Source: an optimization exercise on an open RTL-to-GDS flow (aim: a short achievable clock period and few clock cycles). Production flows keep margins and buffers that such runs may drop.
The RTL was checked by simulation tests, not by an equivalence proof against the original design.
Power and IR drop assume default switching activity.

## flow/standard.sh

```bash
#!/bin/bash
# synth_recipe.tcl (not shown) runs the flow's synth.tcl, then flattens the netlist and writes it again
# the make line also repeats each setting of config.mk as NAME=value (left out here)
make -C /OpenROAD-flow-scripts/flow DESIGN_CONFIG=/design/flow/config.mk WORK_HOME=/design/flow/orfs CLKGATE_MAP_FILE= SYNTH_SCRIPT=/design/flow/synth_recipe.tcl "${@:-finish}"
```

## flow/design.v

```verilog
`default_nettype wire
module cpu #(
  parameter PC_INITIAL = 12'h0F
)
(
  input clk,
  input rst,
  output reg mem_write,
  output reg [31:0] to_mem,
  output reg [11:0] mem_addr,
  input [31:0] from_mem,
  output reg halted
);
  reg [31:0] rf [0:15];
  reg [31:0] res;       
  reg        cflag;     
  reg        pk_fetch;  
  reg        pk_load;   
  reg        d_valid;   
  reg        ld_data;   
  reg [11:0] pc_d;      
  reg [11:0] fpc;       
  reg [15:0] ld_rd;     
  reg        d_bpred;   
  reg [15:0] btb_v;
  reg [7:0]  btb_tag [0:15];
  reg [11:0] btb_tgt [0:15];
  reg        r_valid;
  reg        r_ldimm, r_ldmem, r_st, r_br, r_xor, r_add, r_rot, r_shf,
             r_hlt, r_cmp, r_we, r_pred;
  reg        r_s;
  reg [2:0]  r_cc;
  reg [11:0] r_src, r_dst, r_pc;
  reg [15:0] r_rd, r_rs;
  reg        e_valid;
  reg        e_ldimm, e_st, e_br, e_xor, e_add, e_rot, e_shf, e_hlt, e_cmp,
             e_we, e_pred;
  reg [2:0]  e_cc;
  reg [11:0] e_dst, e_fall, e_pc, e_dst1, e_fall1;
  reg [15:0] e_rd;
  reg [31:0] e_a, e_b;
  reg [4:0]  e_amt;     
  reg [31:0] e_mask;    
  wire [31:0] sum;
  wire        carry;
  prefix_add32 adder(.a(e_a), .b(e_b), .s(sum), .co(carry));
  wire [63:0] rot2 = {e_a, e_a} >> e_amt;
  wire [31:0] rot = rot2[31:0];
  wire [31:0] result = ({32{e_ldimm}} & e_b)
                     | ({32{e_xor}}   & (e_a ^ e_b))
                     | ({32{e_add}}   & sum)
                     | ({32{e_rot}}   & rot)
                     | ({32{e_shf}}   & rot & e_mask)
                     | ({32{e_cmp}}   & ~e_b);
  wire f_p = ^res;
  wire f_e = !res[0];
  wire f_n = res[31];
  wire f_z = (res == 32'b0);
  reg cond;
  always @(*) begin
    case (e_cc)
      3'd0: cond = 1'b1;
      3'd1: cond = f_p;
      3'd2: cond = f_e;
      3'd3: cond = cflag;
      3'd4: cond = f_n;
      3'd5: cond = f_z;
      3'd6: cond = !cflag;
      default: cond = !f_n;
    endcase
  end
  wire e_go       = e_valid & !halted;
  wire e_redirect = e_go & e_br & (cond != e_pred);     
  wire [11:0] e_target  = cond ? e_dst : e_fall;
  wire [11:0] e_target1 = cond ? e_dst1 : e_fall1;
  wire e_store    = e_go & e_st;
  wire e_halt     = e_go & e_hlt;
  wire e_wr       = e_go & e_we;
  wire stop       = e_halt | halted;
  wire squash     = e_redirect | stop;
  wire stall = pk_load | ld_data;              
  reg [31:0] rd_rf, rs_rf;
  integer k;
  always @(*) begin
    rd_rf = 32'b0;
    rs_rf = 32'b0;
    for (k = 0; k < 16; k = k + 1) begin
      rd_rf = rd_rf | ({32{r_rd[k]}} & rf[k]);
      rs_rf = rs_rf | ({32{r_rs[k]}} & rf[k]);
    end
  end
  wire byp_a = e_wr & |(e_rd & r_rd);
  wire byp_b = e_wr & |(e_rd & r_rs);
  wire [31:0] a_val = byp_a ? result : rd_rf;
  wire [31:0] rs_val = byp_b ? result : rs_rf;
  wire [31:0] imm = {{20{r_src[11]}}, r_src};
  wire [31:0] b_val = r_s ? imm : rs_val;
  wire        r_right = !r_src[11];
  wire [11:0] r_mag   = r_right ? r_src : (12'd0 - r_src);
  wire [4:0]  r_k     = (r_mag > 12'd16) ? 5'd16 : r_mag[4:0];
  wire [4:0]  r_amt   = r_right ? r_k : (5'd0 - r_k);
  wire [31:0] r_mask  = r_right ? (32'hFFFFFFFF >> r_k) : (32'hFFFFFFFF << r_k);
  wire port_e  = e_store | stop;
  wire r_issue = r_valid & r_ldmem & !stall & !port_e;
  wire r_adv   = r_valid & !stall & !r_ldmem;           
  wire r_free  = !r_valid | r_adv | r_issue;
  wire [3:0]  d_op  = from_mem[31:28];
  wire        d_s   = from_mem[27];
  wire [2:0]  d_cc  = from_mem[26:24];
  wire [11:0] d_src = from_mem[23:12];
  wire [11:0] d_dst = from_mem[11:0];
  wire d_is_ld  = (d_op == 4'b0001);
  wire d_is_st  = (d_op == 4'b0010);
  wire d_is_br  = (d_op == 4'b0011);
  wire d_is_xor = (d_op == 4'b0100);
  wire d_is_add = (d_op == 4'b0101);
  wire d_is_rot = (d_op == 4'b0110);
  wire d_is_shf = (d_op == 4'b0111);
  wire d_is_hlt = (d_op == 4'b1000);
  wire d_is_cmp = (d_op == 4'b1001);
  wire d_ok     = d_valid & !stop;
  wire port_r   = port_e | r_issue;
  wire d_take   = d_ok & r_free;                
  wire d_drop   = d_ok & !r_free;               
  wire d_replay = d_drop & !port_r;
  wire q_issue  = d_take & !port_r & !stall & !(r_valid & r_st);
  wire q_pred   = d_take & !port_r & !d_bpred;
  wire d_issue  = q_issue & (from_mem[31:27] == 5'b00010);
  wire d_le     = (d_dst <= pc_d);
  wire d_pred   = q_pred & d_is_br & ((d_cc == 3'd0) | d_le);
  wire [3:0]  f_idx = mem_addr[3:0];
  wire        f_hit = pk_fetch & btb_v[f_idx] & (btb_tag[f_idx] == mem_addr[11:4]);
  wire [11:0] f_tgt = btb_tgt[f_idx];
  wire [11:0] fpc_p1   = fpc + 12'd1;
  wire [11:0] pcd_p1   = pc_d + 12'd1;
  wire [11:0] ftgt_p1  = f_tgt + 12'd1;
  wire [11:0] ddst_p1  = d_dst + 12'd1;
  reg [11:0] q_addr, q_fpc;
  reg        q_fetch, q_load, q_bpred;
  always @(*) begin
    q_addr  = fpc;
    q_fpc   = fpc;
    q_fetch = 1'b0;
    q_load  = 1'b0;
    q_bpred = 1'b0;
    if (stop) begin
      q_addr = mem_addr;
    end else if (e_store) begin
      q_addr = e_dst;
      if (d_drop) q_fpc = pc_d;
    end else if (r_issue) begin
      q_addr = r_src;
      q_load = 1'b1;
      if (d_drop) q_fpc = pc_d;
    end else if (d_replay) begin
      q_addr  = pc_d;
      q_fpc   = pcd_p1;
      q_fetch = 1'b1;
    end else if (f_hit) begin
      q_addr  = f_tgt;
      q_fpc   = ftgt_p1;
      q_fetch = 1'b1;
      q_bpred = 1'b1;
    end else begin
      q_addr  = fpc;
      q_fpc   = fpc_p1;
      q_fetch = 1'b1;
    end
  end
  wire [11:0] n_addr  = d_issue ? d_src : d_pred ? d_dst : q_addr;
  wire [11:0] n_fpc   = d_issue ? fpc : d_pred ? ddst_p1 : q_fpc;
  wire        n_fetch = !d_issue & (d_pred | q_fetch);
  wire        n_load  = d_issue | q_load;
  wire        n_bpred = !d_issue & !d_pred & q_bpred;
  always @(posedge clk) begin
    if (rst) begin
      mem_addr  <= PC_INITIAL;
      mem_write <= 1'b0;
      pk_fetch  <= 1'b1;
      pk_load   <= 1'b0;
      d_valid   <= 1'b0;
      ld_data   <= 1'b0;
      fpc       <= PC_INITIAL + 12'd1;
      r_valid   <= 1'b0;
      e_valid   <= 1'b0;
      halted    <= 1'b0;
      d_bpred   <= 1'b0;
    end else begin
      d_valid <= pk_fetch & !squash & !d_pred & !d_drop;
      ld_data <= pk_load & !squash;
      pc_d    <= mem_addr;
      if (e_halt)
        halted <= 1'b1;
      mem_write <= e_store;
      if (e_store)
        to_mem <= e_b;
      if (e_redirect) begin
        mem_addr <= e_target;
        fpc      <= e_target1;
        pk_fetch <= 1'b1;
        pk_load  <= 1'b0;
        d_bpred  <= 1'b0;
      end else begin
        mem_addr <= n_addr;
        fpc      <= n_fpc;
        pk_fetch <= n_fetch;
        pk_load  <= n_load;
        d_bpred  <= n_bpred;
      end
      if (!stall)
        ld_rd <= r_issue ? r_rd : (16'b1 << d_dst[3:0]);
      if (d_take) begin
        r_ldimm <= d_is_ld & d_s;
        r_ldmem <= d_is_ld & !d_s;
        r_st    <= d_is_st;
        r_br    <= d_is_br;
        r_xor   <= d_is_xor;
        r_add   <= d_is_add;
        r_rot   <= d_is_rot;
        r_shf   <= d_is_shf;
        r_hlt   <= d_is_hlt;
        r_cmp   <= d_is_cmp;
        r_we    <= (d_is_ld & d_s) | d_is_xor | d_is_add | d_is_rot | d_is_shf | d_is_cmp;
        r_pred  <= d_pred | d_bpred;
        r_s     <= d_s;
        r_cc    <= d_cc;
        r_src   <= d_src;
        r_dst   <= d_dst;
        r_pc    <= pc_d;
        r_rd    <= 16'b1 << d_dst[3:0];
        r_rs    <= 16'b1 << d_src[3:0];
      end
      r_valid <= !squash & ((d_take & !d_issue) | (r_valid & !r_free));
      e_valid <= r_adv & !squash;
      if (r_adv) begin
        e_ldimm <= r_ldimm;
        e_st    <= r_st;
        e_br    <= r_br;
        e_xor   <= r_xor;
        e_add   <= r_add;
        e_rot   <= r_rot;
        e_shf   <= r_shf;
        e_hlt   <= r_hlt;
        e_cmp   <= r_cmp;
        e_we    <= r_we;
        e_pred  <= r_pred;
        e_cc    <= r_cc;
        e_dst   <= r_dst;
        e_dst1  <= r_dst + 12'd1;
        e_fall  <= r_pc + 12'd1;
        e_fall1 <= r_pc + 12'd2;
        e_pc    <= r_pc;
        e_rd    <= r_rd;
        e_a     <= a_val;
        e_b     <= b_val;
        e_amt   <= r_amt;
        e_mask  <= r_mask;
      end
    end
  end
  always @(posedge clk) begin
    if (!rst & e_go & e_br) begin
      btb_tag[e_pc[3:0]] <= e_pc[11:4];
      btb_tgt[e_pc[3:0]] <= e_dst;
    end
  end
  always @(posedge clk) begin
    if (rst)
      btb_v <= 16'b0;
    else if (e_go & e_br)
      btb_v[e_pc[3:0]] <= cond;
  end
  always @(posedge clk) begin
    if (!rst) begin
      if (ld_data) begin
        res   <= from_mem;
        cflag <= 1'b0;
      end else if (e_wr) begin
        res   <= result;
        cflag <= e_add & carry;
      end else if (e_store) begin
        res   <= 32'd3;
        cflag <= 1'b0;
      end
    end
  end
  genvar g;
  generate
    for (g = 0; g < 16; g = g + 1) begin : regs
      always @(posedge clk) begin
        if (!rst) begin
          if (ld_data & ld_rd[g])
            rf[g] <= from_mem;
          else if (e_wr & e_rd[g])
            rf[g] <= result;
        end
      end
    end
  endgenerate
endmodule
module prefix_add32(
  input [31:0] a,
  input [31:0] b,
  output [31:0] s,
  output co
);
  wire [31:0] g0 = a & b;
  wire [31:0] p0 = a ^ b;
  wire [31:0] g [0:5];
  wire [31:0] p [0:5];
  assign g[0] = g0;
  assign p[0] = p0;
  genvar i, j;
  generate
    for (i = 0; i < 5; i = i + 1) begin : lvl
      for (j = 0; j < 32; j = j + 1) begin : col
        if (j >= (1 << i)) begin : cmb
          assign g[i+1][j] = g[i][j] | (p[i][j] & g[i][j - (1 << i)]);
          assign p[i+1][j] = p[i][j] & p[i][j - (1 << i)];
        end else begin : pass
          assign g[i+1][j] = g[i][j];
          assign p[i+1][j] = p[i][j];
        end
      end
    end
  endgenerate
  assign s  = p0 ^ {g[5][30:0], 1'b0};
  assign co = g[5][31];
endmodule
```

## flow/config.mk

```make
export PLATFORM = sky130hd
export DESIGN_NAME = cpu
export DESIGN_NICKNAME = cpu
export VERILOG_FILES = /design/flow/design.v
export SDC_FILE = /design/flow/constraint.sdc
export NUM_CORES = 4
export LEC_CHECK = 0
export ABC_CLOCK_PERIOD_IN_PS = 3000
export CAP_MARGIN = 20
export CORE_MARGIN = 2
export CORE_UTILIZATION = 40
export SETUP_SLACK_MARGIN = 5
export SLEW_MARGIN = 20
```

## flow/constraint.sdc

```tcl
create_clock -name core_clock -period 10.0 [get_ports {clk}]
set_input_delay 2.0000 -clock core_clock [delete_from_list [all_inputs] [get_ports {clk}]]
set_output_delay 2.0000 -clock core_clock [all_outputs]
set_load 0.01 [all_outputs]
```

## flow/flow/margin.txt

```
6.5
```

## flow/flow/run.sh

```bash
#!/bin/bash
set -euo pipefail
MARGIN=$(cat flow/margin.txt)
bash standard.sh SETUP_SLACK_MARGIN=$MARGIN finish > standard_flow.log 2>&1
```

==> out/results.ini, run 1 <==
[run]
max_cap_viol_count=1

[layout]
drive_above_1_share=0.3009
nNetsFinal=5435
fill_cells=13320
stdcell_area_um2=77500
final_common_cell=edfxtp_1
syn2layout_area_growth_pct=23.21
mostFrequentLayoutCells=edfxtp_1, nor2_1, buf_4, a22oi_1, a21oi_1

[synthesis]
syn_area_per_cell_um2=12.42
synthArstFlopShare=0
synth_edf_count=1199
synthAdderAreaFrac=0.01643
synth.mux.area_fraction=0.1071
synthesis.nets=5182
ys_seq_area_frac=0.5893
yosysWarnings=3
synth_compound_area_frac=0.1582
synthCells=5066
ys_ff_latch=1252
synthXorXnorAreaFrac=0.01249
synthesis.area_um2=62900
synth_simple_gate_area_share=0.08205
synth_top_family_by_area=compound AO/OA/AOI/OAI gates
synth_cell_types=97
synth_flop_cell=edfxtp_1

[floorplanning]
core-area_um2=156200
start_util=0.4027
die_area_um2=160400
dieWidth_um=400.6
rows=145
ios=80
die_height_um=400.6

[clocking]
clk_pin_slew_worst_paths_ns=0.06
htree_levels=4
clk_latency_ns=0.81
cts_buffers=135
root_buffer=clkbuf_16
cts_tree=built
ctsHoldBuffers=0
cts_max_path_buffers=3
cts.sinks=1252

[drt]
wl_per_cell_um=35.13
wirelength_um=263100
dr_total_vias=51106
detail-route-antenna-nets=0
viasPerCell=6.823
first_iter_violations=8884
firstDrtPassIters=8
route.detailed.drc=0

[critical_path]
worstSetupPathType=reg2reg
worst_ep_required_time_ns=10.54
cp-end-kind=flop
slowest_delay_ns=0.42
worst_path_most_repeated_cell=buf_4
critPathSlowestCell=edfxtp_1
critPathLaunchType=flop
crit_fanout=5
path_cells=ha_2 -> fa_2 -> a21o_1 -> a21oi_2 -> o21bai_2 -> a2111oi_4 -> buf_4 -> nor2_4 -> a211oi_4 -> buf_4 -> buf_6 -> o31ai_4 -> nand3b_1 -> a21boi_4 -> o221ai_4 -> buf_8 -> mux2_4
crit_arrival_ns=4.54

[power_and_ir_drop]
pwr-share-clk=0.375
p_int_mw=9.499
swShare=0.2783
power.density_nw_per_um2=169.8
p_leak_nw=26.34
p_seq_frac=0.458
ir_drop_v=0.0001731
combPwrFrac=0.167
p_sw_mw=3.664

[timing]
setup_viol=0
layout_min_cycle_time_ns=3.991
finalHoldViolations=0
fin_worst_skew_ns=0.03675
hold_slack_ns=0.4134
timing.final.crit_share=0.3991
relSlewSlack=-0.02392
setup-tns-final_ns=0
finalMaxSlewViolations=7
worstMarginPinSlew_ns=1.525
max_freq_mhz=250.6
fin_ws_ns=6.009
rsz0062_at_grt=true

[placed_design]
place_ws_ns=4.022
place_area_um2=66140
portBuffers=79
place.gp.congestion=0.9463
dpl.hpwl_um=139000

[status]
status=complete, but fails checks
so.violations=capacitance limit, slew limit

[grt]
grt_pass1_wl_um=361300
track_usage=0.3142
antenna_found_initial=10
first_global_vias=47792
overflow=0
grt_max_degree=62

[min_path]
hp-class=reg2reg

[logic make-up after synthesis]
| family | after synthesis |
|---|---|
| adder cells (fa/ha/maj) | 82 |
| flip-flops | 1252 |
| multiplexers | 485 |
| XOR/XNOR | 88 |
| buffers and inverters | 550 |
| AO/OA/AOI/OAI | 1455 |
| AND/OR/NAND/NOR | 1154 |
[synthesized netlist by cell type, types with 19 or more instances]
cell type  number  share of area
edfxtp_1     1199           0.57
nor2_1        512          0.031
a21oi_1       471          0.037
clkbuf_1      388          0.023
a22oi_1       267          0.032
nand2_1       264          0.016
mux2_2        239          0.043
a221oi_1      168          0.023
o21ai_0       157          0.012
a22o_1        150          0.021
mux4_2        122          0.044
mux2i_1       119          0.019
nand3_1       107         0.0085
inv_1          84         0.0050
ha_1           81          0.016
nand4_1        65         0.0065
nor3_1         61         0.0049
xnor2_1        54         0.0075
dfxtp_1        53          0.017
buf_1          44         0.0026
a21o_1         32         0.0038
xor2_1         32         0.0045
o211ai_1       29         0.0035
nor2b_1        27         0.0027
a211oi_1       25         0.0030
and3_1         25         0.0025
nand2b_1       21         0.0021
buf_2          19         0.0015
[state kept, by name, summed over array words and instances, names as in the netlist, 16 cells and up, named ones only]
name / cells
e_rd: 16
res: 32
e_mask: 32
e_a: 32
to_mem: 32
btb_tgt: 192
e_b: 32
r_rs: 16
r_rd: 16
rf: 512
btb_tag: 128
btb_v: 16
ld_rd: 16
[metal layers]
| layer | vias to the layer above | global-route usage | wire length (µm) |
|---|---|---|---|
| li1 | 20290 | - | - |
| met1 | 24885 | 0.4020 | 91100 |
| met2 | 4689 | 0.4659 | 111900 |
| met3 | 1236 | 0.08985 | 37970 |
| met4 | 6 | 0.2055 | 22120 |
| met5 | - | 0 | 34 |
[critical path: cells and delay by family (launching register included)]
kind | cells | cell delay, ns
muxes | 1 | 0.26
and+or+nand+nor | 2 | 0.17
buffers and inverters | 4 | 0.71
DFF | 1 | 0.42
AOI/OAI and AO/OA | 8 | 1.56
adders and majority gates | 2 | 0.58
[layout make-up]
type,count,area [µm²],share of cell area
diodes,5,12.51,0.0001614
clock buffers,168,3553,0.04585
clock inverters,77,665.6,0.008589
inverters,86,335.3,0.004327
multi-input cells,3273,26880,0.3469
flip-flops and latches,1252,37130,0.4790
well taps,2058,2575,0.03322
repair buffers,571,6352,0.08196
[power by group through the flow]
stage / logic, mW / registers [mW] / clock network, mW
2_1_floorplan: 1.10 / 6.06 / 0
3_3_place_gp: 1.58 / 6.15 / 0
3_5_place_dp: 1.60 / 6.15 / 0
4_1_cts: 2.01 / 6.02 / 4.95
5_1_grt: 2.26 / 6.04 / 5.14
6_report: 2.20 / 6.03 / 4.93
[metrics by stage]
stage / instances / utilization / total power [mW]
finish: 7490 / 0.4962 / 13.16
global route: 7486 / 0.4961 / 13.44
CTS: 7411 / 0.4827 / 12.98
detailed placement: 6908 / 0.4234 / 7.745
global placement: 6907 / 0.4233 / 7.733
floorplan: 5066 / - / 7.152
[timing repair]
item                       in CTS  in global routing
setup buffers                 222                 63
gates cloned                   36                 11
gates resized for setup       756                339
setup endpoints to repair     696                975
pin swaps                     146                111
[final timing paths]
kind	from	end	slack, ns	depth (start not counted)
worst max register to register	e_b[0]$_DFFE_PP_	rf[6][24]$_DFFE_PP_	6.01	17
worst max-delay path	e_b[0]$_DFFE_PP_	rf[6][24]$_DFFE_PP_	6.01	17
worst min register to register	r_cc[0]$_DFFE_PP_	e_cc[0]$_DFFE_PP_	0.41	0
worst min-delay path	r_cc[0]$_DFFE_PP_	e_cc[0]$_DFFE_PP_	0.41	0
Testbench counts, summed over its fixed seeds: cycles 88,592.
==> inputs of run 2 (changes only) <==
--- a/flow/design.v
+++ b/flow/design.v
@@ -18,3 +18,5 @@
   reg        pk_load;   
+  reg        dk_fetch;  
   reg        d_valid;   
+  reg        d_ic;      
   reg        ld_data;   
@@ -27,2 +29,7 @@
   reg [11:0] btb_tgt [0:15];
+  reg [63:0] ic_v;
+  reg [5:0]  ic_tag [0:63];
+  reg [31:0] ic_data [0:63];
+  reg [31:0] ic_q;      
+  reg        ic_hit;    
   reg        r_valid;
@@ -80,3 +87,3 @@
   wire squash     = e_redirect | stop;
-  wire stall = pk_load | ld_data;              
+  wire stall = pk_load;
   reg [31:0] rd_rf, rs_rf;
@@ -91,6 +98,8 @@
   end
-  wire byp_a = e_wr & |(e_rd & r_rd);
-  wire byp_b = e_wr & |(e_rd & r_rs);
-  wire [31:0] a_val = byp_a ? result : rd_rf;
-  wire [31:0] rs_val = byp_b ? result : rs_rf;
+  wire byp_a  = e_wr & |(e_rd & r_rd);
+  wire byp_b  = e_wr & |(e_rd & r_rs);
+  wire ldb_a  = ld_data & |(ld_rd & r_rd);
+  wire ldb_b  = ld_data & |(ld_rd & r_rs);
+  wire [31:0] a_val  = ldb_a ? from_mem : byp_a ? result : rd_rf;
+  wire [31:0] rs_val = ldb_b ? from_mem : byp_b ? result : rs_rf;
   wire [31:0] imm = {{20{r_src[11]}}, r_src};
@@ -106,7 +115,8 @@
   wire r_free  = !r_valid | r_adv | r_issue;
-  wire [3:0]  d_op  = from_mem[31:28];
-  wire        d_s   = from_mem[27];
-  wire [2:0]  d_cc  = from_mem[26:24];
-  wire [11:0] d_src = from_mem[23:12];
-  wire [11:0] d_dst = from_mem[11:0];
+  wire [31:0] d_ins = d_ic ? ic_q : from_mem;
+  wire [3:0]  d_op  = d_ins[31:28];
+  wire        d_s   = d_ins[27];
+  wire [2:0]  d_cc  = d_ins[26:24];
+  wire [11:0] d_src = d_ins[23:12];
+  wire [11:0] d_dst = d_ins[11:0];
   wire d_is_ld  = (d_op == 4'b0001);
@@ -127,5 +137,10 @@
   wire q_pred   = d_take & !port_r & !d_bpred;
-  wire d_issue  = q_issue & (from_mem[31:27] == 5'b00010);
-  wire d_le     = (d_dst <= pc_d);
-  wire d_pred   = q_pred & d_is_br & ((d_cc == 3'd0) | d_le);
+  wire i_issue  = d_ic & q_issue & (ic_q[31:27] == 5'b00010);
+  wire i_pred   = d_ic & q_pred & (ic_q[31:28] == 4'b0011) &
+                  ((ic_q[26:24] == 3'd0) | (ic_q[11:0] <= pc_d));
+  wire m_issue  = !d_ic & q_issue & (from_mem[31:27] == 5'b00010);
+  wire m_pred   = !d_ic & q_pred & (from_mem[31:28] == 4'b0011) &
+                  ((from_mem[26:24] == 3'd0) | (from_mem[11:0] <= pc_d));
+  wire d_issue  = i_issue | m_issue;
+  wire d_pred   = i_pred | m_pred;
   wire [3:0]  f_idx = mem_addr[3:0];
@@ -133,6 +148,27 @@
   wire [11:0] f_tgt = btb_tgt[f_idx];
+  wire [5:0]  c_idx = fpc[5:0];
+  wire        ic_go = (pk_load | mem_write) & !halted & ic_hit;
   wire [11:0] fpc_p1   = fpc + 12'd1;
+  wire [11:0] fpc_p2   = fpc + 12'd2;
   wire [11:0] pcd_p1   = pc_d + 12'd1;
   wire [11:0] ftgt_p1  = f_tgt + 12'd1;
-  wire [11:0] ddst_p1  = d_dst + 12'd1;
+  wire [11:0] idst_p1  = ic_q[11:0] + 12'd1;
+  wire [11:0] mdst_p1  = from_mem[11:0] + 12'd1;
+  wire [11:0] fa       = ic_go ? fpc_p1 : fpc;    
+  wire [11:0] fa_p1    = ic_go ? fpc_p2 : fpc_p1;
+  function hit_next;
+    input [11:0] x;
+    begin
+      if (mem_write && mem_addr[5:0] == x[5:0])
+        hit_next = 1'b0;
+      else if (dk_fetch && pc_d[5:0] == x[5:0])
+        hit_next = (pc_d[11:6] == x[11:6]);
+      else
+        hit_next = ic_v[x[5:0]] && (ic_tag[x[5:0]] == x[11:6]);
+    end
+  endfunction
+  wire hn_pcd  = hit_next(pc_d);
+  wire hn_fpc  = hit_next(fpc);
+  wire hn_fpc1 = hit_next(fpc_p1);
+  wire ic_hit_n = d_drop ? hn_pcd : (ic_go ? hn_fpc1 : hn_fpc);
   reg [11:0] q_addr, q_fpc;
@@ -140,4 +176,4 @@
   always @(*) begin
-    q_addr  = fpc;
-    q_fpc   = fpc;
+    q_addr  = fa;
+    q_fpc   = fa;
     q_fetch = 1'b0;
@@ -154,2 +190,9 @@
       if (d_drop) q_fpc = pc_d;
+    end else if (i_issue) begin
+      q_addr = ic_q[23:12];
+      q_load = 1'b1;
+    end else if (i_pred) begin
+      q_addr  = ic_q[11:0];
+      q_fpc   = idst_p1;
+      q_fetch = 1'b1;
     end else if (d_replay) begin
@@ -164,4 +207,4 @@
     end else begin
-      q_addr  = fpc;
-      q_fpc   = fpc_p1;
+      q_addr  = fa;
+      q_fpc   = fa_p1;
       q_fetch = 1'b1;
@@ -169,7 +212,7 @@
   end
-  wire [11:0] n_addr  = d_issue ? d_src : d_pred ? d_dst : q_addr;
-  wire [11:0] n_fpc   = d_issue ? fpc : d_pred ? ddst_p1 : q_fpc;
-  wire        n_fetch = !d_issue & (d_pred | q_fetch);
-  wire        n_load  = d_issue | q_load;
-  wire        n_bpred = !d_issue & !d_pred & q_bpred;
+  wire [11:0] n_addr  = m_issue ? from_mem[23:12] : m_pred ? from_mem[11:0] : q_addr;
+  wire [11:0] n_fpc   = m_issue ? fa : m_pred ? mdst_p1 : q_fpc;
+  wire        n_fetch = !m_issue & (m_pred | q_fetch);
+  wire        n_load  = m_issue | q_load;
+  wire        n_bpred = !m_issue & !m_pred & q_bpred;
   always @(posedge clk) begin
@@ -180,3 +223,6 @@
       pk_load   <= 1'b0;
+      dk_fetch  <= 1'b0;
       d_valid   <= 1'b0;
+      d_ic      <= 1'b0;
+      ic_hit    <= 1'b0;
       ld_data   <= 1'b0;
@@ -188,5 +234,8 @@
     end else begin
-      d_valid <= pk_fetch & !squash & !d_pred & !d_drop;
-      ld_data <= pk_load & !squash;
-      pc_d    <= mem_addr;
+      d_valid  <= (pk_fetch | ic_go) & !squash & !d_pred & !d_drop;
+      d_ic     <= ic_go;
+      ic_hit   <= ic_hit_n;
+      dk_fetch <= pk_fetch;
+      ld_data  <= pk_load & !squash;
+      pc_d     <= ic_go ? fpc : mem_addr;
       if (e_halt)
@@ -260,2 +309,17 @@
   end
+  always @(posedge clk) begin
+    ic_q <= ic_data[c_idx];
+    if (dk_fetch) begin
+      ic_tag[pc_d[5:0]]  <= pc_d[11:6];
+      ic_data[pc_d[5:0]] <= from_mem;
+    end
+  end
+  always @(posedge clk) begin
+    if (rst)
+      ic_v <= 64'b0;
+    else if (mem_write)
+      ic_v[mem_addr[5:0]] <= 1'b0;
+    else if (dk_fetch)
+      ic_v[pc_d[5:0]] <= 1'b1;
+  end
   always @(posedge clk) begin
--- a/flow/config.mk
+++ b/flow/config.mk
@@ -8,3 +8,3 @@
 export ABC_CLOCK_PERIOD_IN_PS = 3000
-export CAP_MARGIN = 20
+export CAP_MARGIN = 30
 export CORE_MARGIN = 2
@@ -12,2 +12,2 @@
 export SETUP_SLACK_MARGIN = 5
-export SLEW_MARGIN = 20
+export SLEW_MARGIN = 30
==> run 2 against run 1 <==
The run now finishes clean. Utilization fell by 2.4 points. Area after synthesis grew to 2.7 times the previous value. Largest cell class unchanged. Fmax down 1.2%. Worst hold slack about the same. Via count rose by 120%. Sequential share of layout area is 7.9 points higher. Critical path depth decreased by 5.
==> out/results.ini, run 2 <==
[placed_design]
dpl.hpwl_um=352300  ; +150%
place_area_um2=179500  ; +170%
portBuffers=79  ; unchanged
dp.cells=15776  ; +130%
place_ws_ns=4.234  ; +0.2123 ns
place.gp.congestion=0.9355  ; -1.1%

[layout]
stdcell_area_um2=201200  ; +160%
fin_util=0.4718  ; -0.02437
syn2layout_area_growth_pct=17.74
final_common_cell=edfxtp_1
largest_register_ffs=2048  ; +300%
mostFrequentLayoutCells=edfxtp_1, mux4_2, nor2_1, buf_4, clkbuf_16
drive_above_1_share=0.3042  ; +0.003255
nNetsFinal=11010  ; +100%
fill_cells=35791  ; +170%
fin_cells=16912  ; +130%

[grt]
overflow=0  ; unchanged
grt_pass1_wl_um=867600  ; +140%
grt_max_degree=120  ; +94%
track_usage=0.2840  ; -0.03028
antenna_found_initial=38  ; +28
first_global_vias=108172  ; +130%

[timing]
max_freq_mhz=247.5  ; -1.2%
hold_slack_ns=0.4138  ; +0.0004240 ns
finalHoldViolations=0  ; unchanged
layout_min_cycle_time_ns=4.040  ; +0.04915 ns
setup_viol=0  ; unchanged
relSlewSlack=0.2416  ; +0.2655
rsz0062_at_grt=true
fin_ws_ns=5.960  ; -0.04915 ns
finalMaxSlewViolations=0  ; -7
fin_worst_skew_ns=0.07495  ; +0.03820 ns
timing.final.crit_share=0.4040  ; +0.004915
worstMarginPinSlew_ns=1.138  ; -0.3873 ns
setup-tns-final_ns=0  ; unchanged

[floorplanning]
die_area_um2=432400  ; +170%
ios=80  ; unchanged
die_height_um=657.6  ; +64%
dieWidth_um=657.6  ; +64%
core-area_um2=426400  ; +170%
rows=240  ; +66%
start_util=0.4007  ; -0.002005

[synthesis]
synth_flop_cell=edfxtp_1
synth_edf_count=3631  ; +200%
synth_cell_types=93  ; -4.1%
ys_top_cells_by_count=edfxtp_1, mux4_2, nor2_1
synth_top_area_share=0.6382  ; +0.06578
synthArstFlopShare=0  ; unchanged
ys_seq_area_frac=0.6567  ; +0.06743
synthCells=10478  ; +110%
synthesis.nets=10614  ; +100%
syn_area_per_cell_um2=16.31  ; +31%
yosysWarnings=3  ; unchanged
synth_area_leaders=edfxtp_1, mux4_2, mux2_2
synth.most_common_cell=edfxtp_1
synth_area_leader_cell=edfxtp_1
ys_ff_latch=3789  ; +200%
synthesis.area_um2=170900  ; +170%

[critical_path]
crit-reg2reg-launch=fpc[0]$_SDFFE_PP0P_
cp-startpoint=fpc[0]$_SDFFE_PP0P_
crit_arrival_ns=4.96  ; +0.42 ns
crit_family=multiplexers
slowest_delay_ns=0.56  ; +0.14 ns
worstSetupPathType=reg2reg
worst_ep_required_time_ns=10.92  ; +0.38 ns
path_cells=ha_4 -> clkbuf_16 -> mux4_1 -> mux4_2 -> a2111oi_1 -> buf_4 -> a31oi_1 -> xnor2_1 -> or4_1 -> o41ai_2 -> o311ai_1 -> a31oi_1
critPathSlowestCell=mux4_1
crit_fanout=8  ; +3
path_buf_inv=2  ; -2
worst_path_most_repeated_cell=a31oi_1
cp-end-kind=flop
critPathLaunchType=flop

[drt]
firstDrtPassIters=10  ; +2
wl_per_cell_um=37.79  ; +7.6%
detail-route-antenna-nets=0  ; unchanged
route.detailed.drc=0  ; unchanged
dr_total_vias=112669  ; +120%
wirelength_um=639100  ; +140%
viasPerCell=6.662  ; -2.4%
first_iter_violations=20470  ; +130%

[clocking]
cts_tree=built
cts_max_path_buffers=4  ; +1
root_buffer=clkbuf_16
clk_pin_slew_worst_paths_ns=0.07  ; about the same
ctsHoldBuffers=0  ; unchanged
clk_latency_ns=1.04  ; +0.23 ns
cts.sinks=3789  ; +200%
cts_buffers=391  ; +190%
htree_levels=5  ; +1

[status]
status=complete, no violations

[power_and_ir_drop]
pwr-share-clk=0.396  ; +0.021
finalPower_mw=37.45  ; +180%
power.density_nw_per_um2=186.1  ; +9.6%
p_seq_frac=0.479  ; +0.021
p_leak_nw=63.70  ; +140%
swShare=0.2563  ; -0.02205
ir_drop_v=0.0001432  ; -17%
p_int_mw=27.85  ; +190%
p_sw_mw=9.597  ; +160%
combPwrFrac=0.125  ; -0.042

[min_path]
hp-class=reg2reg
holdCritStartpoint=r_cmp$_DFFE_PP_

[run]
max_cap_viol_count=0  ; -1

[run 2: area by class of cell]
| cell class | instances | area, µm² | share of cell area |
|---|---|---|---|
| repair buffers | 820 | 9425 | 0.04685 |
| well taps | 5687 | 7116 | 0.03537 |
| flip-flops and latches | 3789 | 112300 | 0.5581 |
| repair inverters | 1 | 7.507 | 0.00003732 |
| clock buffers | 512 | 10580 | 0.05260 |
| inverters | 126 | 501.7 | 0.002494 |
| multi-input cells | 5745 | 58960 | 0.2931 |
| diodes | 17 | 42.54 | 0.0002115 |
| clock inverters | 215 | 2261 | 0.01124 |
[run 2: cell families (layout without fill, tap and decap cells)]
family / count (synthesis) / in the layout / synth area share
buffers and inverters: 956 / 1674 / 0.02281
xor gates and xnor gates: 211 / 211 / 0.01086
DFF: 3789 / 3789 / 0.6567
and+or+nand+nor: 1590 / 1602 / 0.04210
muxes: 1784 / 1784 / 0.1796
AOI/OAI and AO/OA: 2046 / 2046 / 0.08043
adders and majority gates: 102 / 102 / 0.007514
other: 0 / 17 / 0
[run 2: repair_timing]
item,CTS,global route
endpoints found under the setup margin,2461,963
endpoints found under the hold margin,0,0
cloned,33,32
gates resized for setup,792,492
pin swaps,115,155
setup buffers,217,105
[run 2: power by group through the flow]
stage / Sequential [mW] / Combinational, mW / Clock (mW)
after floorplan: 18.0 / 2.55 / 0
after global placement: 18.3 / 3.91 / 0
after CTS: 17.9 / 4.36 / 14.9
after detailed placement: 18.3 / 3.95 / 0
final: 17.9 / 4.69 / 14.8
after global routing: 17.9 / 4.83 / 15.5
[run 2: final timing paths]
check	endpoint	slack [ns]	depth (start not counted)
setup / recovery	ic_hit$_SDFF_PP0_	5.96	12
hold / removal	e_cmp$_DFFE_PP_	0.41	0
setup reg to reg	ic_hit$_SDFF_PP0_	5.96	12
hold reg to reg	e_cmp$_DFFE_PP_	0.41	0
[run 2: per-layer routing]
metal,part of all wire,vias to the layer above,track usage
met5,0.00065,-,0.0008865
met1,0.36,57985,0.3789
met3,0.13,2143,0.06604
met4,0.064,18,0.1483
li1,-,43586,-
met2,0.45,8937,0.4341
Testbench counts of run 2, summed over its fixed seeds: cycles 83,514.
==> inputs of run 3 (changes only) <==
==> flow/flow/margin.txt (replaced) <==
6.0
==> run 3 against run 2 <==
Global-route usage shrank 0.48 points. Clock power is essentially flat. Setup slack lost 0.20 ns. Die area is the same. Sequential power is essentially flat. Wire length shrank 2.3%. Fmax shrank 4.8%. Critical path type unchanged. Clock skew shrank 0.0040 ns. Non-clock buffer count shrank 241. Utilization shrank 1.4 points. Still clean on timing, DRC and antenna.
==> out/results.ini, run 3 <==
[critical_path]
crit_arrival_ns=5.13  ; +0.17 ns
path_cells=buf_4 -> inv_1 -> nand3_4 -> buf_4 -> o221ai_1 -> a31oi_1 -> o21ai_0 -> o211ai_1 -> o21ai_0 -> xor2_1 -> nor4_1 -> nand4_1 -> a31oi_1
critPathSlowestCell=buf_4
cp-end-kind=flop
slowest_delay_ns=0.62  ; +0.06 ns
crit_family=compound AO/OA/AOI/OAI gates
worstSetupPathType=reg2reg
worst_ep_required_time_ns=10.89  ; -0.03 ns
path_buf_inv=3  ; +1
crit_fanout=25  ; +17
critPathLaunchType=flop

[synthesis]
synth.most_common_cell=edfxtp_1
synth_flop_cell=edfxtp_1
synth.mux.area_fraction=0.1796  ; unchanged
ys_top_cells_by_count=edfxtp_1, mux4_2, nor2_1
synth_cell_types=93  ; unchanged
ys_ff_latch=3789  ; unchanged
synth_edf_count=3631  ; unchanged
synthesis.nets=10614  ; unchanged
synth_area_leader_cell=edfxtp_1
yosysWarnings=3  ; unchanged
synthAdderAreaFrac=0.007514  ; unchanged
synth_compound_area_frac=0.08043  ; unchanged
synth_simple_gate_area_share=0.04210  ; unchanged
synth_top_family_by_area=multiplexers
synthesis.area_um2=170900  ; unchanged
synthCells=10478  ; unchanged
synthXorXnorAreaFrac=0.01086  ; unchanged
ys_seq_area_frac=0.6567  ; unchanged
synth_top_area_share=0.6382  ; unchanged
syn_area_per_cell_um2=16.31  ; unchanged
synthArstFlopShare=0  ; unchanged
synth_area_leaders=edfxtp_1, mux4_2, mux2_2

[status]
status=complete, no violations

[drt]
firstDrtPassIters=9  ; -1
detail-route-antenna-nets=0  ; unchanged
wl_per_cell_um=37.49  ; -0.79%
viasPerCell=6.662  ; about the same
dr_total_vias=110902  ; -1.6%
first_iter_violations=19196  ; -6.2%
wirelength_um=624100  ; -2.3%
route.detailed.drc=0  ; unchanged

[layout]
syn2layout_area_growth_pct=14.14
final_common_cell=edfxtp_1
largest_register_ffs=2048  ; unchanged
stdcell_area_um2=195000  ; -3.1%
nNetsFinal=10760  ; -2.3%
mostFrequentLayoutCells=edfxtp_1, mux4_2, nor2_1, a21oi_1, clkbuf_16
drive_above_1_share=0.2487  ; -0.05548
fin_util=0.4574  ; -0.01443

[timing]
max_freq_mhz=235.8  ; -4.8%
setup_viol=0  ; unchanged
fin_worst_skew_ns=0.07098  ; -0.003967 ns
rsz0062_at_grt=true
setup-tns-final_ns=0  ; unchanged
finalMaxSlewViolations=0  ; unchanged
layout_min_cycle_time_ns=4.242  ; +0.2015 ns
relSlewSlack=0.2648  ; +0.02320
finalHoldViolations=0  ; unchanged
worstMarginPinSlew_ns=1.103  ; -0.03480 ns
timing.final.crit_share=0.4242  ; +0.02015

[clocking]
cts_buffers=393  ; +0.51%
cts_tree=built
cts_max_path_buffers=4  ; unchanged
clk_pin_slew_worst_paths_ns=0.06  ; about the same
htree_levels=5  ; unchanged
clk_latency_ns=1.01  ; -0.03 ns
root_buffer=clkbuf_16
cts.sinks=3789  ; unchanged

[grt]
antenna_found_initial=42  ; +11%
grt_pass1_wl_um=853300  ; -1.6%
first_global_vias=106360  ; -1.7%
grt_max_degree=98  ; -18%
track_usage=0.2792  ; -0.004777
overflow=0  ; unchanged

[floorplanning]
rows=240  ; unchanged
die_area_um2=432400  ; unchanged
ios=80  ; unchanged
dieWidth_um=657.6  ; unchanged
core-area_um2=426400  ; unchanged
start_util=0.4007  ; unchanged
die_height_um=657.6  ; unchanged

[placed_design]
dpl.hpwl_um=353200  ; +0.26%
place_area_um2=179500  ; about the same
portBuffers=79  ; unchanged
place.gp.congestion=0.9561  ; +2.2%

[power_and_ir_drop]
ir_drop_v=0.0001322  ; -7.6%
power.density_nw_per_um2=190.5  ; +2.3%
p_leak_nw=61.03  ; -4.2%

[min_path]
hp-class=reg2reg

[run]
max_cap_viol_count=0  ; unchanged

run 3: cell counts after synthesis:
Identical to the previous run, type by type.
run 3: timing repair:
action / CTS / global route
hold buffers: 0 / 0
resized for setup: 183 / 104
pin swaps: 6 / 14
buffers inserted: 53 / 43
hold endpoints to repair: 0 / 0
gates cloned: 6 / 15
endpoints found under the setup margin: 486 / 161
run 3: cell type report:
| class | instances | area, µm² |
|---|---|---|
| fillers | 36341 | 231400 |
| flip-flops and latches | 3789 | 112300 |
| multi-input cells | 5733 | 56320 |
| clock buffers | 505 | 10690 |
| well taps | 5687 | 7116 |
| repair buffers | 579 | 5912 |
| clock inverters | 216 | 2181 |
| inverters | 126 | 491.7 |
| diodes | 11 | 27.53 |
| repair inverters | 2 | 12.51 |
run 3: where the power goes:
group	internal (mW)	switching, mW	total (mW)	leakage (nW)
Combinational	1.69	2.67	4.36	20.7
Sequential	17.6	0.333	17.9	34.0
Clock	8.54	6.33	14.9	6.31
Total	27.8	9.34	37.1	61.0
run 3: logic make-up after synthesis:
group | after synthesis
AOI/OAI and AO/OA | 2046
DFF | 3789
muxes | 1784
xor gates and xnor gates | 211
adders and majority gates | 102
buffers and inverters | 956
and+or+nand+nor | 1590
run 3: per-layer routing:
| metal | track usage | wire (µm) | up-vias |
|---|---|---|---|
| met4 | 0.1306 | 35950 | 16 |
| met2 | 0.4268 | 279300 | 8678 |
| li1 | - | - | 43039 |
| met5 | 0 | 97 | - |
| met1 | 0.3742 | 229900 | 57241 |
| met3 | 0.07173 | 78970 | 1928 |
run 3: final timing paths:
kind	cells after the start	from	slack, ns	to
min	0	r_pred$_DFFE_PP_	0.44	e_pred$_DFFE_PP_
max reg2reg	13	fpc[1]$_SDFF_PP0_	5.76	ic_hit$_SDFF_PP0_
min reg2reg	0	r_pred$_DFFE_PP_	0.44	e_pred$_DFFE_PP_
max	13	fpc[1]$_SDFF_PP0_	5.76	ic_hit$_SDFF_PP0_
run 3: metrics by stage:
stage	setup slack [ns]	hold slack [ns]	cells	total power [mW]
after global routing	5.793	0.4275	16638	37.97
final	5.758	0.4352	16648	37.14
after global placement	4.207	0.4166	15780	22.19
after CTS	5.723	0.4243	16568	37.01
after detailed placement	4.322	0.4056	15788	22.23
after floorplan	1.295	0.4003	10478	20.56
==> inputs of run 4 (changes only) <==
--- a/flow/design.v
+++ b/flow/design.v
@@ -41,2 +41,5 @@
   reg [15:0] r_rd, r_rs;
+  reg        w_wr;
+  reg [15:0] w_rd;
+  reg [31:0] w_data;
   reg        e_valid;
@@ -55,5 +58,4 @@
   wire [31:0] rot = rot2[31:0];
-  wire [31:0] result = ({32{e_ldimm}} & e_b)
+  wire [31:0] other  = ({32{e_ldimm}} & e_b)
                      | ({32{e_xor}}   & (e_a ^ e_b))
-                     | ({32{e_add}}   & sum)
                      | ({32{e_rot}}   & rot)
@@ -61,2 +63,3 @@
                      | ({32{e_cmp}}   & ~e_b);
+  wire [31:0] result = e_add ? sum : other;
   wire f_p = ^res;
@@ -102,4 +105,8 @@
   wire ldb_b  = ld_data & |(ld_rd & r_rs);
-  wire [31:0] a_val  = ldb_a ? from_mem : byp_a ? result : rd_rf;
-  wire [31:0] rs_val = ldb_b ? from_mem : byp_b ? result : rs_rf;
+  wire bypw_a = w_wr & |(w_rd & r_rd);
+  wire bypw_b = w_wr & |(w_rd & r_rs);
+  wire [31:0] a_old  = ldb_a ? from_mem : bypw_a ? w_data : rd_rf;
+  wire [31:0] rs_old = ldb_b ? from_mem : bypw_b ? w_data : rs_rf;
+  wire [31:0] a_val  = byp_a ? result : a_old;
+  wire [31:0] rs_val = byp_b ? result : rs_old;
   wire [31:0] imm = {{20{r_src[11]}}, r_src};
@@ -171,4 +178,3 @@
   wire hn_fpc  = hit_next(fpc);
-  wire hn_fpc1 = hit_next(fpc_p1);
-  wire ic_hit_n = d_drop ? hn_pcd : (ic_go ? hn_fpc1 : hn_fpc);
+  wire ic_hit_n = d_drop ? hn_pcd : (!ic_go & hn_fpc);
   reg [11:0] q_addr, q_fpc;
@@ -201,7 +207,2 @@
       q_fetch = 1'b1;
-    end else if (f_hit) begin
-      q_addr  = f_tgt;
-      q_fpc   = ftgt_p1;
-      q_fetch = 1'b1;
-      q_bpred = 1'b1;
     end else begin
@@ -212,7 +213,10 @@
   end
-  wire [11:0] n_addr  = m_issue ? from_mem[23:12] : m_pred ? from_mem[11:0] : q_addr;
-  wire [11:0] n_fpc   = m_issue ? fa : m_pred ? mdst_p1 : q_fpc;
+  wire        q_seq   = !(stop | e_store | r_issue | i_issue | i_pred | d_replay);
+  wire        f_use   = q_seq & f_hit;
+  wire [11:0] n_addr  = m_issue ? from_mem[23:12] : m_pred ? from_mem[11:0] :
+                        f_use ? f_tgt : q_addr;
+  wire [11:0] n_fpc   = m_issue ? fa : m_pred ? mdst_p1 : f_use ? ftgt_p1 : q_fpc;
   wire        n_fetch = !m_issue & (m_pred | q_fetch);
   wire        n_load  = m_issue | q_load;
-  wire        n_bpred = !m_issue & !m_pred & q_bpred;
+  wire        n_bpred = !m_issue & !m_pred & f_use;
   always @(posedge clk) begin
@@ -231,2 +235,3 @@
       e_valid   <= 1'b0;
+      w_wr      <= 1'b0;
       halted    <= 1'b0;
@@ -283,26 +288,3 @@
       e_valid <= r_adv & !squash;
-      if (r_adv) begin
-        e_ldimm <= r_ldimm;
-        e_st    <= r_st;
-        e_br    <= r_br;
-        e_xor   <= r_xor;
-        e_add   <= r_add;
-        e_rot   <= r_rot;
-        e_shf   <= r_shf;
-        e_hlt   <= r_hlt;
-        e_cmp   <= r_cmp;
-        e_we    <= r_we;
-        e_pred  <= r_pred;
-        e_cc    <= r_cc;
-        e_dst   <= r_dst;
-        e_dst1  <= r_dst + 12'd1;
-        e_fall  <= r_pc + 12'd1;
-        e_fall1 <= r_pc + 12'd2;
-        e_pc    <= r_pc;
-        e_rd    <= r_rd;
-        e_a     <= a_val;
-        e_b     <= b_val;
-        e_amt   <= r_amt;
-        e_mask  <= r_mask;
-      end
+      w_wr    <= e_wr;
     end
@@ -310,2 +292,28 @@
   always @(posedge clk) begin
+    w_rd    <= e_rd;
+    w_data  <= result;
+    e_ldimm <= r_ldimm;
+    e_st    <= r_st;
+    e_br    <= r_br;
+    e_xor   <= r_xor;
+    e_add   <= r_add;
+    e_rot   <= r_rot;
+    e_shf   <= r_shf;
+    e_hlt   <= r_hlt;
+    e_cmp   <= r_cmp;
+    e_we    <= r_we;
+    e_pred  <= r_pred;
+    e_cc    <= r_cc;
+    e_dst   <= r_dst;
+    e_dst1  <= r_dst + 12'd1;
+    e_fall  <= r_pc + 12'd1;
+    e_fall1 <= r_pc + 12'd2;
+    e_pc    <= r_pc;
+    e_rd    <= r_rd;
+    e_a     <= a_val;
+    e_b     <= b_val;
+    e_amt   <= r_amt;
+    e_mask  <= r_mask;
+  end
+  always @(posedge clk) begin
     ic_q <= ic_data[c_idx];
@@ -357,4 +365,4 @@
             rf[g] <= from_mem;
-          else if (e_wr & e_rd[g])
-            rf[g] <= result;
+          else if (w_wr & w_rd[g])
+            rf[g] <= w_data;
         end
==> flow/flow/margin.txt (replaced) <==
6.5
==> run 4 against run 3 <==
Global-route usage down 0.60 points. Non-clock buffer count is 23 higher. Area after synthesis is 1.9% lower. Fmax increased by 13%. Wire length down 3.9%. Sequential share of layout area is 0.28 points higher.
==> out/results.ini, run 4 <==
[critical_path]
crit_arrival_ns=1.74  ; -3.39 ns
path_cells=buf_2
cp-end-kind=output port
critPathSlowestCell=edfxtp_1
worstSetupPathType=reg2out
slowest_delay_ns=0.54  ; -0.08 ns
critPathLaunchType=flop
r2r_cells=10  ; -3
crit_family=flip-flops
cp.depth=1  ; -12
worst_ep_required_time_ns=8.00  ; -2.89 ns
path_buf_inv=1  ; -2
crit_fanout=1  ; -96%

[synthesis]
synth_area_leaders=edfxtp_1, mux4_2, dfxtp_1
synthArstFlopShare=0  ; unchanged
synth_cell_types=81  ; -13%
synth_edf_count=3441  ; -5.2%
synth_area_leader_cell=edfxtp_1
yosysWarnings=3  ; unchanged
synthesis.nets=10401  ; -2.0%
synth_top_area_share=0.6164  ; -0.02180
ys_ff_latch=3838  ; +1.3%
synthesis.area_um2=167600  ; -1.9%
synth.most_common_cell=edfxtp_1
ys_seq_area_frac=0.6638  ; +0.007093
ys_top_cells_by_count=edfxtp_1, mux4_2, mux2_2
syn_area_per_cell_um2=16.33  ; +0.17%
synthCells=10264  ; -2.0%
synth_flop_cell=edfxtp_1

[drt]
dr_total_vias=107370  ; -3.2%
wirelength_um=599800  ; -3.9%
viasPerCell=6.581  ; -1.2%
first_iter_violations=17259  ; -10%
firstDrtPassIters=9  ; unchanged
route.detailed.drc=0  ; unchanged
wl_per_cell_um=36.76  ; -1.9%
detail-route-antenna-nets=0  ; unchanged

[power_and_ir_drop]
p_leak_nw=61.97  ; +1.5%
power.density_nw_per_um2=198.4  ; +4.2%
ir_drop_v=0.0001392  ; +5.2%

[clocking]
cts_max_path_buffers=4  ; unchanged
ctsHoldBuffers=0  ; unchanged
cts_tree=built
root_buffer=clkbuf_16
cts.sinks=3838  ; +1.3%
cts_buffers=395  ; +0.51%
clk_latency_ns=1.01  ; about the same
clk_pin_slew_worst_paths_ns=0.06  ; about the same
htree_levels=5  ; unchanged

[layout]
mostFrequentLayoutCells=edfxtp_1, mux4_2, mux2_2, nand2_1, mux2i_1
nNetsFinal=10599  ; -1.5%
largest_register_ffs=2048  ; unchanged
syn2layout_area_growth_pct=14.87
drive_above_1_share=0.2753  ; +0.02658
final_common_cell=edfxtp_1
fill_cells=35438  ; -2.5%

[timing]
setup-tns-final_ns=0  ; unchanged
worstMarginPinSlew_ns=1.053  ; -0.04978 ns
fin_worst_skew_ns=0.09230  ; +0.02131 ns
relSlewSlack=0.2963  ; +0.03149
layout_min_cycle_time_ns=3.742  ; -0.4997 ns
setup_viol=0  ; unchanged
finalMaxSlewViolations=0  ; unchanged
rsz0062_at_grt=true
fin_ws_ns=6.258  ; +0.4997 ns
max_freq_mhz=267.2  ; +13%
timing.final.crit_share=0.3742  ; -0.04997
finalHoldViolations=0  ; unchanged

[grt]
track_usage=0.2732  ; -0.005998
grt_max_degree=90  ; -8.2%
grt_pass1_wl_um=824400  ; -3.4%
overflow=0  ; unchanged
antenna_found_initial=35  ; -17%
first_global_vias=104027  ; -2.2%

[placed_design]
place.gp.congestion=0.9547  ; -0.15%
dpl.hpwl_um=341900  ; -3.2%
portBuffers=79  ; unchanged
place_ws_ns=4.342  ; +0.01976 ns

[status]
status=complete, no violations

[min_path]
hp-class=reg2reg
whs_path_depth=0  ; unchanged

[run]
max_cap_viol_count=0  ; unchanged

[floorplanning]
die_area_um2=424300  ; -1.9%
rows=237  ; -1.3%
start_util=0.4021  ; +0.001406
die_height_um=651.4  ; -0.94%
dieWidth_um=651.4  ; -0.94%
core-area_um2=416900  ; -2.2%
ios=80  ; unchanged

-- run 4: changes by cell type in the layout (fill, tap and decap cells not counted), moves of 130 or more --
cell,delta
nor2_1,-257
dfxtp_1,+213
edfxtp_1,-190
mux4_2,-130
nand2_1,+131
a21oi_1,-217
a22oi_1,-145
mux2_2,+222
-- run 4: cells by family (layout without fill, tap and decap cells) --
group / Yosys count / count (layout) / synth area share
XOR/XNOR: 173 / 173 / 0.009038
AO/OA/AOI/OAI: 1881 / 1882 / 0.07809
adder cells (fa/ha/maj): 103 / 103 / 0.007732
flip-flops: 3838 / 3838 / 0.6638
buffers and inverters: 927 / 1462 / 0.02205
AND/OR/NAND/NOR: 1467 / 1468 / 0.04054
other: 0 / 17 / 0
multiplexers: 1875 / 1875 / 0.1788
-- run 4: cell type report --
class                      instances  area, µm²  share of cell area
clock inverter                   199       1971             0.01023
multi-input combinational       5501      54680              0.2840
inverter                         124      514.2            0.002670
timing repair buffer             602       6147             0.03192
sequential                      3838     111400              0.5784
clock buffer                     537      10950             0.05686
antenna                           17      42.54           0.0002209
tap                             5497       6878             0.03571
-- run 4: timing repair --
item / CTS / global route
endpoints found under the setup margin: 998 / 462
pin swaps: 20 / 46
cloned: 12 / 13
gates resized for setup: 434 / 181
setup buffers: 69 / 66
-- run 4: path summary, 6_finish.rpt --
path	from	to	slack [ns]
setup / recovery	to_mem[6]$_DFFE_PP_	to_mem[6]	6.26
hold reg to reg	r_cc[2]$_DFFE_PP_	e_cc[2]$_DFF_P_	0.34
hold / removal	r_cc[2]$_DFFE_PP_	e_cc[2]$_DFF_P_	0.34
setup reg to reg	fpc[1]$_SDFF_PP0_	ic_hit$_SDFF_PP0_	6.32
-- run 4: metrics by stage --
| step | util | cells | area (µm²) | hold WS (ns) | total power, mW |
|---|---|---|---|---|---|
| floorplan | - | 10264 | 168400 | 0.3233 | 21.33 |
| global placement | 0.4222 | 15396 | 176000 | 0.3262 | 23.16 |
| detailed placement | 0.4226 | 15400 | 176200 | 0.3307 | 23.22 |
| CTS | 0.4579 | 16217 | 190900 | 0.3438 | 38.13 |
| global route | 0.4618 | 16302 | 192500 | 0.3437 | 39.13 |
| finish | 0.4619 | 16315 | 192600 | 0.3435 | 38.21 |
-- run 4: layer usage --
metal,global-route usage,share of wire
met2,0.4251,0.45
met5,0,0.00012
met3,0.06215,0.11
met1,0.3690,0.38
met4,0.1168,0.052
-- run 4: where the power goes --
group	internal, mW	switching, mW
Combinational	2.06	2.93
Clock	8.49	6.39
Sequential	17.8	0.541
Testbench counts of run 4, summed over its fixed seeds: cycles 83,961.
==> inputs of run 5 (changes only) <==
--- a/flow/design.v
+++ b/flow/design.v
@@ -29,5 +29,5 @@
   reg [11:0] btb_tgt [0:15];
-  reg [63:0] ic_v;
-  reg [5:0]  ic_tag [0:63];
-  reg [31:0] ic_data [0:63];
+  reg [31:0] ic_v;
+  reg [6:0]  ic_tag [0:31];
+  reg [31:0] ic_data [0:31];
   reg [31:0] ic_q;      
@@ -155,3 +155,3 @@
   wire [11:0] f_tgt = btb_tgt[f_idx];
-  wire [5:0]  c_idx = fpc[5:0];
+  wire [4:0]  c_idx = fpc[4:0];
   wire        ic_go = (pk_load | mem_write) & !halted & ic_hit;
@@ -168,8 +168,8 @@
     begin
-      if (mem_write && mem_addr[5:0] == x[5:0])
+      if (mem_write && mem_addr[4:0] == x[4:0])
         hit_next = 1'b0;
-      else if (dk_fetch && pc_d[5:0] == x[5:0])
-        hit_next = (pc_d[11:6] == x[11:6]);
+      else if (dk_fetch && pc_d[4:0] == x[4:0])
+        hit_next = (pc_d[11:5] == x[11:5]);
       else
-        hit_next = ic_v[x[5:0]] && (ic_tag[x[5:0]] == x[11:6]);
+        hit_next = ic_v[x[4:0]] && (ic_tag[x[4:0]] == x[11:5]);
     end
@@ -320,4 +320,4 @@
     if (dk_fetch) begin
-      ic_tag[pc_d[5:0]]  <= pc_d[11:6];
-      ic_data[pc_d[5:0]] <= from_mem;
+      ic_tag[pc_d[4:0]]  <= pc_d[11:5];
+      ic_data[pc_d[4:0]] <= from_mem;
     end
@@ -326,7 +326,7 @@
     if (rst)
-      ic_v <= 64'b0;
+      ic_v <= 32'b0;
     else if (mem_write)
-      ic_v[mem_addr[5:0]] <= 1'b0;
+      ic_v[mem_addr[4:0]] <= 1'b0;
     else if (dk_fetch)
-      ic_v[pc_d[5:0]] <= 1'b1;
+      ic_v[pc_d[4:0]] <= 1'b1;
   end
==> flow/flow/margin.txt (replaced) <==
7.0
--- a/flow/config.mk
+++ b/flow/config.mk
@@ -10,3 +10,3 @@
 export CORE_MARGIN = 2
-export CORE_UTILIZATION = 40
+export CORE_UTILIZATION = 50
 export SETUP_SLACK_MARGIN = 5
==> run 5 against run 4 <==
Non-clock buffer count increased by 82. Utilization is 13 points higher. Clock-buffer cell count is 127 lower. Clock power is 27% lower. Final cell count shrank 28%. Total power is 27% lower. Worst hold slack about the same. Via count shrank 22%. Die area fell by 43%. Sequential power decreased by 31%. Final area is 27% lower. Flip-flop and latch count decreased by 1217. Critical path type is now in2reg. Critical endpoint is now mem_addr[6]$_SDFFE_PP0N_. Highest routed layer unchanged.
==> out/results.ini, run 5 <==
[status]
status=complete, no violations

[critical_path]
crit-reg2reg-launch=pc_d[11]$_DFFE_PN_
worst_path_most_repeated_cell=buf_12
path_buf_inv=5  ; +4
worst_ep_required_time_ns=10.77  ; +2.77 ns
crit_family=simple AND/OR/NAND/NOR gates
critPathLaunchType=input pin
slowest_delay_ns=0.41  ; -0.13 ns
path_cells=buf_12 -> buf_12 -> ha_4 -> nand3_2 -> nor3_4 -> a21o_1 -> a31oi_2 -> buf_6 -> or3_4 -> buf_12 -> buf_12 -> and2_4 -> nand2_4 -> nor2_4 -> a32oi_2 -> a221oi_2
r2r_cells=14  ; +4
cp-end-kind=flop
crit_arrival_ns=4.52  ; +2.78 ns
rrSetupSlack_ns=6.52  ; +0.20 ns
worstSetupPathType=in2reg
critPathSlowestCell=or3_4
crit_fanout=5  ; +4

[placed_design]
portBuffers=79  ; unchanged
dpl.hpwl_um=248500  ; -27%
dp.cells=10941  ; -29%
place.gp.congestion=0.9884  ; +3.5%
place_area_um2=124400  ; -29%

[floorplanning]
rows=179  ; -24%
die_height_um=492.3  ; -24%
start_util=0.5022  ; +0.1001
ios=80  ; unchanged
die_area_um2=242400  ; -43%
core-area_um2=237400  ; -43%
dieWidth_um=492.3  ; -24%

[drt]
detail-route-antenna-nets=0  ; unchanged
route.detailed.drc=0  ; unchanged
wl_per_cell_um=38.37  ; +4.4%
first_iter_violations=14312  ; -17%
wirelength_um=453400  ; -24%
viasPerCell=7.110  ; +8.0%
firstDrtPassIters=9  ; unchanged
dr_total_vias=84010  ; -22%

[synthesis]
yosysWarnings=3  ; unchanged
synth_flop_cell=edfxtp_1
synth_cell_types=91  ; +12%
ys_top_cells_by_count=edfxtp_1, mux2_2, nand2_1
synth.most_common_cell=edfxtp_1
syn_area_per_cell_um2=14.75  ; -9.7%
synth_area_leader_cell=edfxtp_1
synthArstFlopShare=0  ; unchanged
synthesis.area_um2=119200  ; -29%
synthesis.nets=8221  ; -21%
synth_top_area_share=0.5684  ; -0.04794
synth_area_leaders=edfxtp_1, mux4_2, dfxtp_1
ys_seq_area_frac=0.6295  ; -0.03423
ys_ff_latch=2621  ; -32%
synthCells=8084  ; -21%
synth_edf_count=2257  ; -34%

[clocking]
cts_max_path_buffers=4  ; unchanged
root_buffer=clkbuf_16
clk_pin_slew_worst_paths_ns=0.07  ; about the same
htree_levels=5  ; unchanged
cts_buffers=300  ; -24%
clk_latency_ns=0.94  ; -0.07 ns
cts.sinks=2621  ; -32%
cts_tree=built

[timing]
rsz0062_at_grt=true
setup-tns-final_ns=0  ; unchanged
fin_worst_skew_ns=0.05552  ; -0.03678 ns
finalHoldViolations=0  ; unchanged
setup_viol=0  ; unchanged
relSlewSlack=0.2628  ; -0.03345
timing.final.crit_share=0.3745  ; about the same
layout_min_cycle_time_ns=3.745  ; +0.003300 ns
worstMarginPinSlew_ns=1.097  ; +0.04428 ns
finalMaxSlewViolations=0  ; unchanged
max_freq_mhz=267.0  ; about the same

[grt]
grt_pass1_wl_um=621800  ; -25%
first_global_vias=79296  ; -24%
grt_max_degree=83  ; -7.8%
overflow=0  ; unchanged
antenna_found_initial=25  ; -29%
track_usage=0.3642  ; +0.09104

[min_path]
whs_path_depth=0  ; unchanged
holdCritStartpoint=r_cc[2]$_DFFE_PP_
hp-class=reg2reg
holdPathEnd=e_cc[2]$_DFF_P_

[layout]
fill_cells=18213  ; -49%
final_common_cell=edfxtp_1
largest_register_ffs=1024  ; -50%
syn2layout_area_growth_pct=18.45
mostFrequentLayoutCells=edfxtp_1, mux2_2, nand2_1, mux4_2, mux2i_1
drive_above_1_share=0.2987  ; +0.02343
stdcell_area_um2=141200  ; -27%
nNetsFinal=8558  ; -19%
fin_cells=11815  ; -28%

[power_and_ir_drop]
p_leak_nw=47.34  ; -24%
power.density_nw_per_um2=196.9  ; -0.75%
ir_drop_v=0.0001832  ; +32%
finalPower_mw=27.81  ; -27%

[run]
max_cap_viol_count=0  ; unchanged

[run 5: final cells by class]
class,count,area [µm²],area share
flip-flops and latches,2621,75200,0.5325
multi-input cells,4685,44220,0.3131
clock buffers,410,8377,0.05931
repair buffers,684,7715,0.05463
well taps,3167,3963,0.02806
clock inverters,109,1154,0.008168
inverters,128,563.0,0.003987
diodes,10,25.02,0.0001772
repair inverters,1,7.507,0.00005316
[run 5: cell families (layout without fill, tap and decap cells)]
kind of cell | after synthesis | in the layout | synth area share
compound gates | 1687 | 1688 | 0.1022
xor+xnor | 170 | 170 | 0.01249
fa+ha+maj | 103 | 103 | 0.01087
buf+inv | 782 | 1332 | 0.02642
flops | 2621 | 2621 | 0.6295
mux | 1366 | 1368 | 0.1676
other cells | 0 | 10 | 0
simple gates | 1355 | 1356 | 0.05085
[run 5: worst max-delay path by stage]
stage | start | endpoint | depth (start not counted)
2_1_floorplan | rst | r_add$_DFFE_PP_ | 5
3_3_place_gp | from_mem[0] | fpc[7]$_SDFF_PP0_ | 14
3_5_place_dp | from_mem[0] | fpc[7]$_SDFF_PP0_ | 14
4_1_cts | from_mem[5] | flop | 15
5_1_grt | from_mem[5] | mem_addr[6]$_SDFFE_PP0N_ | 16
6_report | from_mem[5] | mem_addr[6]$_SDFFE_PP0N_ | 16
[run 5: timing repair]
action	CTS	global route
setup endpoints to repair	2322	778
hold buffers	0	0
setup buffers	185	112
gates resized for setup	769	337
cloned	31	13
pin swaps	114	127
[run 5: per-layer routing]
layer  share of wire  GRT usage
met1            0.38     0.4992
met2            0.44     0.5390
met3            0.12    0.09800
met4           0.062     0.1773
met5         0.00077   0.007828
[run 5: power breakdown]
part           leakage [nW]  internal (mW)  total [mW]  switching [mW]
registers              23.4           12.2        12.7           0.494
clock network          4.67           6.46        10.9            4.42
logic                  19.3           1.79        4.22            2.43
[run 5: stage by stage]
step                      hold slack (ns)    util  setup WS, ns
after floorplan                    0.3233       -         5.789
after global placement             0.3278  0.5237         4.556
after detailed placement           0.3311  0.5240         4.560
after CTS                          0.3441  0.5837         6.380
after global routing               0.3483  0.5948         6.212
final                              0.3434  0.5949         6.255
Testbench counts of run 5, summed over its fixed seeds: cycles 83,955.

-- port drivers added, routing unchanged --
No port has a modelled driver above. Below, the same layouts with a new extraction and two added sets of constraints.
Step 1 (the two cells are an assumption about what drives the block):
set clk [get_ports {clk}]
set_driving_cell -lib_cell sky130_fd_sc_hd__clkbuf_16 $clk
set_driving_cell -lib_cell sky130_fd_sc_hd__buf_2 [delete_from_list [all_inputs] $clk]
Step 2 times the ports against the registers' clock, not the clock port: input delays grow and output delays shrink by t, the midpoint of the rising clock arrivals with the driver on.
Slacks: ideal ports / drivers / drivers and shift; pairs: ideal ports / drivers.
run	shift t [ns]	slack for setup (ns)	hold WS [ns]	clock arrival spread, ns
run 1	0.875	6.009 / 6.009 / 5.230	0.413 / 0.413 / 0.413	0.036 / 0.037
run 2	1.109	5.960 / 5.960 / 5.044	0.414 / 0.414 / 0.414	0.088 / 0.088
run 3	1.087	5.758 / 5.758 / 4.953	0.435 / 0.435 / 0.435	0.080 / 0.079
run 4	1.080	6.258 / 6.144 / 5.091	0.344 / 0.344 / 0.344	0.100 / 0.100
run 5	1.017	6.255 / 6.262 / 5.245	0.343 / 0.343 / 0.343	0.070 / 0.070
For run 4, which loses most, drivers alone change the setup slack by -0.114 ns; drivers and shift together by -1.167 ns.
